Background: an optimization exercise with open tools, aiming at small area and a short achievable clock period. Do not read the settings as production practice. Power is estimated from default activity; no workload was simulated.

== the previous run ==
==> module ucmp_lt, before the edit <==
module ucmp_lt #(
    parameter W = 32
    ) (
    input wire [W-1:0] a,
    input wire [W-1:0] b,
    output wire lt
    );
    localparam L = $clog2(W);
    wire [W-1:0] l [0:L];    
    wire [W-1:0] g [0:L];    
    assign l[0] = ~a & b;
    assign g[0] = a & ~b;
    genvar k, i;
    generate
        for (k = 1; k <= L; k = k + 1) begin : lvl
            for (i = 0; i < (W >> k); i = i + 1) begin : node
                assign l[k][i] = l[k-1][2*i+1] | (~g[k-1][2*i+1] & l[k-1][2*i]);
                assign g[k][i] = g[k-1][2*i+1] | (~l[k-1][2*i+1] & g[k-1][2*i]);
            end
            assign l[k][W-1:(W >> k)] = {(W - (W >> k)){1'b0}};
            assign g[k][W-1:(W >> k)] = {(W - (W >> k)){1'b0}};
        end
    endgenerate
    assign lt = l[L][0];
endmodule
==> module hft_fpga_low_latency, before the edit <==
module hft_fpga_low_latency(
    input wire core_clk,
    input wire reset,
    input wire cfg_we,
    input wire [1:0] cfg_addr,
    input wire [31:0] cfg_wdata,
    input wire [63:0] raw_market_data,
    input wire raw_valid,
    output wire [127:0] mg_tx_data,
    output wire mg_tx_valid
    );
    reg [31:0] trading_threshold;
    reg [31:0] risk_min;
    reg [31:0] risk_max;
    always @(posedge core_clk) begin
        if (reset) begin
            trading_threshold <= 32'd1000;
            risk_min <= 32'd1000;
            risk_max <= 32'd5000;
        end else if (cfg_we) begin
            case (cfg_addr)
                2'd0: trading_threshold <= cfg_wdata;
                2'd1: risk_min <= cfg_wdata;
                2'd2: risk_max <= cfg_wdata;
                default: ;
            endcase
        end
    end
    wire [31:0] price = raw_market_data[31:0];
    wire below_threshold;    
    wire below_min;          
    wire above_max;          
    ucmp_lt #(.W(32)) u_cmp_thr (.a(price), .b(trading_threshold), .lt(below_threshold));
    ucmp_lt #(.W(32)) u_cmp_min (.a(price), .b(risk_min), .lt(below_min));
    ucmp_lt #(.W(32)) u_cmp_max (.a(risk_max), .b(price), .lt(above_max));
    wire approve = raw_valid && (raw_market_data[63:56] == 8'h01) &&
                   below_threshold && !below_min && !above_max;
    reg [55:0] order_data;
    always @(posedge core_clk) begin
        order_data <= raw_market_data[55:0];
    end
    reg [31:0] order_seq;
    reg order_valid;
    wire [31:0] seq_ones_below;
    assign seq_ones_below[0] = 1'b1;
    genvar gi;
    generate
        for (gi = 1; gi < 32; gi = gi + 1) begin : g_ones
            assign seq_ones_below[gi] = &order_seq[gi-1:0];
        end
    endgenerate
    always @(posedge core_clk or posedge reset) begin
        if (reset) begin
            order_seq <= 32'd0;
            order_valid <= 1'b0;
        end else begin
            order_valid <= approve;
            order_seq <= order_seq ^ ({32{order_valid}} & seq_ones_below);
        end
    end
    assign mg_tx_data = {order_seq, 8'h01, order_data, 32'h0000_0000};
    assign mg_tx_valid = order_valid;
endmodule
==> flow/config.mk <==
export PLATFORM = sky130hd
export DESIGN_NAME = hft_fpga_low_latency
export DESIGN_NICKNAME = hft_fpga_low_latency
export VERILOG_FILES = /design/flow/design.v
export SDC_FILE = /design/flow/constraint.sdc
export NUM_CORES = 4
export LEC_CHECK = 0
export ABC_AREA = 1
export CAP_MARGIN = 20
export CORE_MARGIN = 2
export CORE_UTILIZATION = 40
export CTS_BUF_LIST = sky130_fd_sc_hd__clkbuf_4 sky130_fd_sc_hd__clkbuf_8
export SLEW_MARGIN = 20
==> flow/constraint.sdc <==
create_clock -name core_clock -period 4.0 [get_ports {core_clk}]
set_input_delay 0.8000 -clock core_clock [delete_from_list [all_inputs] [get_ports {core_clk}]]
set_output_delay 0.8000 -clock core_clock [all_outputs]
set_load 0.01 [all_outputs]
standard.sh (not shown) runs the stock make flow with config.mk's settings and CLKGATE_MAP_FILE= SYNTH_SCRIPT=/design/flow/synth_recipe.tcl, a recipe that flattens the netlist after the stock synthesis.
==> flow/flow/run.sh <==
#!/bin/bash
# Standard ORFS layout, with plain buf_1 cells as the port buffers
# (the default port buffer is a 10 um2 delay buffer).
set -euo pipefail
bash standard.sh synth > synth.log 2>&1
bash standard.sh finish BUFFER_PORTS_ARGS="-buffer_cell sky130_fd_sc_hd__buf_1" > layout.log 2>&1
The flow did not stop early for the previous run: all stages ran, and the layout cleared the timing, DRC and antenna checks.
--- input diff the previous run..the current run ---
--- a/flow/design.v
+++ b/flow/design.v
@@ -1,31 +1,5 @@
-`timescale 1ns / 1ps
-module ucmp_lt #(
-    parameter W = 32
-    ) (
-    input wire [W-1:0] a,
-    input wire [W-1:0] b,
-    output wire lt
-    );
-    localparam L = $clog2(W);
-    wire [W-1:0] l [0:L];    
-    wire [W-1:0] g [0:L];    
-    assign l[0] = ~a & b;
-    assign g[0] = a & ~b;
-    genvar k, i;
-    generate
-        for (k = 1; k <= L; k = k + 1) begin : lvl
-            for (i = 0; i < (W >> k); i = i + 1) begin : node
-                assign l[k][i] = l[k-1][2*i+1] | (~g[k-1][2*i+1] & l[k-1][2*i]);
-                assign g[k][i] = g[k-1][2*i+1] | (~l[k-1][2*i+1] & g[k-1][2*i]);
-            end
-            assign l[k][W-1:(W >> k)] = {(W - (W >> k)){1'b0}};
-            assign g[k][W-1:(W >> k)] = {(W - (W >> k)){1'b0}};
-        end
-    endgenerate
-    assign lt = l[L][0];
-endmodule
 `timescale 1ns / 1ps
 module hft_fpga_low_latency(
     input wire core_clk,
     input wire reset,
     input wire cfg_we,
@@ -55,13 +29,13 @@
     end
     wire [31:0] price = raw_market_data[31:0];
     wire below_threshold;    
     wire below_min;          
     wire above_max;          
-    ucmp_lt #(.W(32)) u_cmp_thr (.a(price), .b(trading_threshold), .lt(below_threshold));
-    ucmp_lt #(.W(32)) u_cmp_min (.a(price), .b(risk_min), .lt(below_min));
-    ucmp_lt #(.W(32)) u_cmp_max (.a(risk_max), .b(price), .lt(above_max));
+    assign below_threshold = price < trading_threshold;
+    assign below_min = price < risk_min;
+    assign above_max = risk_max < price;
     wire approve = raw_valid && (raw_market_data[63:56] == 8'h01) &&
                    below_threshold && !below_min && !above_max;
     reg [55:0] order_data;
     always @(posedge core_clk) begin
         order_data <= raw_market_data[55:0];
### Flow results
The previous run and the current run all finish clean. Re post-route total power: the previous run and the current run aren't equal, and the lower value belongs to the previous run. | sequential fraction of total cell area | the current run vs the previous run | 1.5 points lower |. Going from the previous run to the current run, the non-clock buffer count was found to have gone up by 3. The lower number of well taps came out of the previous run. The maximum clock frequency of the current run is higher than that of the previous run. Setup slack after placement | the current run above the previous run.
No functional check of the RTL was part of any run of this note.

-- separate check: timing with driven ports --
No port has a modelled driver above. Below, the same layouts with a new extraction and two added sets of constraints. Step 1 sets driving cells, clkbuf_16 on the clock port and buf_2 on the other inputs (assumed; they add their load-dependent delay and slew). Step 2 also shifts input and output timing later by t, the mid clock arrival at the registers, as if the neighbouring blocks saw the same clock. Slacks: ideal / step 1 / step 2; pairs: ideal / step 1.
| run | shift t [ns] | setup WS [ns] | hold WS [ns] | clock arrival spread, ns | pins driven straight from the clock port |
|---|---|---|---|---|---|
| the previous run | 0.492 | 1.432 / 1.448 / 0.956 | 0.417 / 0.403 / 0.469 | 0.016 / 0.017 | 1 |
| the current run | 0.488 | 2.014 / 1.978 / 1.595 | 0.312 / 0.297 / 0.460 | 0.016 / 0.015 | 1 |
After both steps setup and hold are still met in every run listed. For the previous run, which loses most, drivers alone change the setup slack by +0.016 ns; drivers and shift together by -0.476 ns.
